This is an optimization exercise on Yosys and OpenROAD, whose aim is small area and a short achievable clock period, not a production implementation.
The RTL was checked by simulation tests, not by an equivalence proof against the original design.

// DOUBLY_PIPELINE
module DOUBLY_PIPELINE(clk,xi,yi,r,ang,xf,yf);
input [15:0] xi,yi;
input clk;
output reg [15:0] r,ang;
output reg [15:0] xf,yf;
reg [15:0] a1,a2,a3,a4,a5,a6,a7,a8;
reg [15:0] b1,b2,b3,b4,b5,b6;
reg [15:7] b7;
reg [15:0] x2,x3,x4,x5,x6,x7,x8;
reg [15:0] y2,y3,y4,y5,y6,y7,y8;
reg [1:1] d2; reg [2:1] d3; reg [3:1] d4; reg [4:1] d5; reg [5:1] d6; reg [6:1] d7; reg [6:1] d8;
reg nb1, nb2, nb3, nb4, nb5, nb6;
reg ne1, ne2, ne3, ne4, ne5, ne6;
wire [15:0] s1a, s1b;
add16 u_s1a (.a(xi), .b(yi), .s(s1a));
sub16 u_s1b (.a(yi), .b(xi), .s(s1b));
always @(posedge clk) begin a1 <= s1a; b1 <= s1b; end
always @(posedge clk) nb1 <= ~s1b[15];
wire t_x1 = b1[1] ^ b1[15];
wire t_x2 = b1[2] ^ b1[15];
wire t_x3 = b1[3] ^ b1[15];
wire t_x4 = b1[4] ^ b1[15];
wire t_x5 = b1[5] ^ b1[15];
wire t_x6 = b1[6] ^ b1[15];
wire t_x7 = b1[7] ^ b1[15];
wire t_x8 = b1[8] ^ b1[15];
wire t_x9 = b1[9] ^ b1[15];
wire t_x10 = b1[10] ^ b1[15];
wire t_x11 = b1[11] ^ b1[15];
wire t_x12 = b1[12] ^ b1[15];
wire t_x13 = b1[13] ^ b1[15];
wire t_x14 = b1[14] ^ b1[15];
wire t_s15, t_c16; fa u_t_s15 (.a(a1[0]), .b(t_x1), .c(b1[15]), .s(t_s15), .co(t_c16));
wire t_s17, t_c18; fa u_t_s17 (.a(a1[1]), .b(t_x2), .c(t_c16), .s(t_s17), .co(t_c18));
wire t_s19, t_c20; fa u_t_s19 (.a(a1[2]), .b(t_x3), .c(t_c18), .s(t_s19), .co(t_c20));
  ...
Size: roughly 560 flip-flops, ~97 I/O pins, ~35000 um2 of cells after synthesis.
export LEC_CHECK = 0
export CAP_MARGIN = 20
export CORE_MARGIN = 2
export CORE_UTILIZATION = 55
export CTS_BUF_LIST = sky130_fd_sc_hd__clkbuf_16
export CTS_CLUSTER_DIAMETER = 120
export CTS_CLUSTER_SIZE = 30
export SLEW_MARGIN = 20
export SYNTH_HIERARCHICAL = 1
export SYNTH_MINIMUM_KEEP_SIZE = 0
create_clock -name core_clock -period 25.0 [get_ports {clk}]
standard.sh (not shown) runs the stock make flow with config.mk's settings and CLKGATE_MAP_FILE= SYNTH_SCRIPT=/design/flow/synth_recipe.tcl, a recipe that flattens the netlist after the stock synthesis.
==> flow/flow/run.sh <==
#!/bin/bash
# Standard layout, but buffer the ports with buf_4 instead of the default delay-cell buffer.
export BUFFER_PORTS_ARGS="-buffer_cell sky130_fd_sc_hd__buf_4"
bash standard.sh > standard.log 2>&1
The starting point completed with no timing, DRC or antenna violations.
==> next run, changes <==
==> flow/flow/run.sh (replaced) <==
#!/bin/bash
# The standard layout, with two changes: the ports are buffered with buf_4
# instead of the default delay-cell buffer, and after placement the flip-flops
# that drive an output port or many loads get a stronger drive (same cell type).
set -euo pipefail
export BUFFER_PORTS_ARGS="-buffer_cell sky130_fd_sc_hd__buf_4"
bash standard.sh synth floorplan place > standard_place.log 2>&1
openroad -no_init -exit flow/upsize.tcl > upsize.log 2>&1
bash standard.sh > standard.log 2>&1
==> flow/flow/upsize.tcl (new file) <==
# Give a stronger drive to flip-flops that drive an output port buffer or a
# high-fanout net, then legalize the placement again.
set res $::env(FLOW_OUT)/../orfs/results/$::env(FLOW_PLATFORM)/DOUBLY_PIPELINE/base
read_db $res/3_place.odb
read_liberty $::env(FLOW_HOME)/platforms/$::env(FLOW_PLATFORM)/lib/sky130_fd_sc_hd__tt_025C_1v80.lib
set n 0
foreach inst [get_cells *] {
  set master [get_property $inst ref_name]
  if {$master ne "sky130_fd_sc_hd__dfxtp_1"} { continue }
  set q [get_pins -of_objects $inst -filter "direction == output"]
  set net [get_nets -of_objects $q]
  set loads [get_pins -of_objects $net -filter "direction == input"]
  set nl [llength $loads]
  set to_port 0
  foreach l $loads {
    set lc [get_cells -of_objects $l]
    set onet [get_nets -of_objects [get_pins -of_objects $lc -filter "direction == output"]]
    if {[llength [get_ports -quiet -of_objects $onet]] > 0} { set to_port 1 }
  }
  if {$to_port || $nl >= 8} {
    set new [expr {$nl >= 12 ? "sky130_fd_sc_hd__dfxtp_4" : "sky130_fd_sc_hd__dfxtp_2"}]
    if {$to_port} { set new "sky130_fd_sc_hd__dfxtp_2" }
    replace_cell $inst $new
    incr n
  }
}
puts "upsized $n flip-flops"

detailed_placement
check_placement -verbose
write_db $res/3_place.odb
Cell count is about the same.
Worst setup slack is better by 0.064 ns.
Non-clock buffer count stays the same.
Synthesized area does not change.
==> next run, changes <==
--- a/flow/flow/upsize.tcl
+++ b/flow/flow/upsize.tcl
@@ -26,5 +26,25 @@
 }
 puts "upsized $n flip-flops"
-
+# cells fed straight from an input port buffer that drive several loads
+set m 0
+foreach port [all_inputs] {
+  if {[get_name $port] eq "clk"} { continue }
+  set pnet [get_nets -quiet [get_name $port]]
+  foreach bpin [get_pins -of_objects $pnet -filter "direction == input"] {
+    set buf [get_cells -of_objects $bpin]
+    set bnet [get_nets -of_objects [get_pins -of_objects $buf -filter "direction == output"]]
+    foreach lpin [get_pins -of_objects $bnet -filter "direction == input"] {
+      set lc [get_cells -of_objects $lpin]
+      set ref [get_property $lc ref_name]
+      if {![regexp {^(sky130_fd_sc_hd__\w+)_1$} $ref -> base]} { continue }
+      set onet [get_nets -of_objects [get_pins -of_objects $lc -filter "direction == output"]]
+      if {[llength [get_pins -of_objects $onet -filter "direction == input"]] < 3} { continue }
+      if {[llength [get_lib_cells -quiet */${base}_2]] == 0} { continue }
+      replace_cell $lc ${base}_2
+      incr m
+    }
+  }
+}
+puts "upsized $m input-side cells"
 detailed_placement
 check_placement -verbose
The changed run ran to the end with no violations.
Routed wire length is about the same.
Worst setup slack barely changes.
Sequential share of layout area decreases by 0.17 points.
==> next run, changes <==
--- a/flow/flow/upsize.tcl
+++ b/flow/flow/upsize.tcl
@@ -26,25 +26,4 @@
 }
 puts "upsized $n flip-flops"
-# cells fed straight from an input port buffer that drive several loads
-set m 0
-foreach port [all_inputs] {
-  if {[get_name $port] eq "clk"} { continue }
-  set pnet [get_nets -quiet [get_name $port]]
-  foreach bpin [get_pins -of_objects $pnet -filter "direction == input"] {
-    set buf [get_cells -of_objects $bpin]
-    set bnet [get_nets -of_objects [get_pins -of_objects $buf -filter "direction == output"]]
-    foreach lpin [get_pins -of_objects $bnet -filter "direction == input"] {
-      set lc [get_cells -of_objects $lpin]
-      set ref [get_property $lc ref_name]
-      if {![regexp {^(sky130_fd_sc_hd__\w+)_1$} $ref -> base]} { continue }
-      set onet [get_nets -of_objects [get_pins -of_objects $lc -filter "direction == output"]]
-      if {[llength [get_pins -of_objects $onet -filter "direction == input"]] < 3} { continue }
-      if {[llength [get_lib_cells -quiet */${base}_2]] == 0} { continue }
-      replace_cell $lc ${base}_2
-      incr m
-    }
-  }
-}
-puts "upsized $m input-side cells"
 detailed_placement
 check_placement -verbose
Outcome: Critical path depth is unchanged. First-iteration DRC count climbs by 7.7%.

port drivers added, routing unchanged:
No port has a modelled driver above. Below, the same layouts with a new extraction and two added sets of constraints.
Step 1 sets driving cells, clkbuf_16 on the clock port and buf_2 on the other inputs (assumed; they add their load-dependent delay and slew).
Step 2 moves the port delays by t, midway between the first and last clock arrival at a register: inputs arrive t later, outputs are due t later. That takes back most of the time a late clock gives input paths.
Slacks: ideal / step 1 / step 2; pairs: ideal / step 1.
| run | shift t [ns] | slack for setup (ns) | clock arrival spread, ns | slew at the worst register clock pin (ns) | cell pins on the clock port's net |
|---|---|---|---|---|---|
| the first run | 0.658 | 18.817 / 18.752 / 18.395 | 0.024 / 0.024 | 0.12 / 0.12 | 1 |
| the second run | 0.661 | 18.881 / 18.816 / 18.408 | 0.023 / 0.023 | 0.12 / 0.12 | 1 |
| the third run | 0.659 | 18.879 / 18.814 / 18.440 | 0.019 / 0.019 | 0.12 / 0.12 | 1 |
| the fourth run | 0.661 | 18.881 / 18.816 / 18.408 | 0.023 / 0.023 | 0.12 / 0.12 | 1 |
After both steps setup and hold are still met in every run listed.
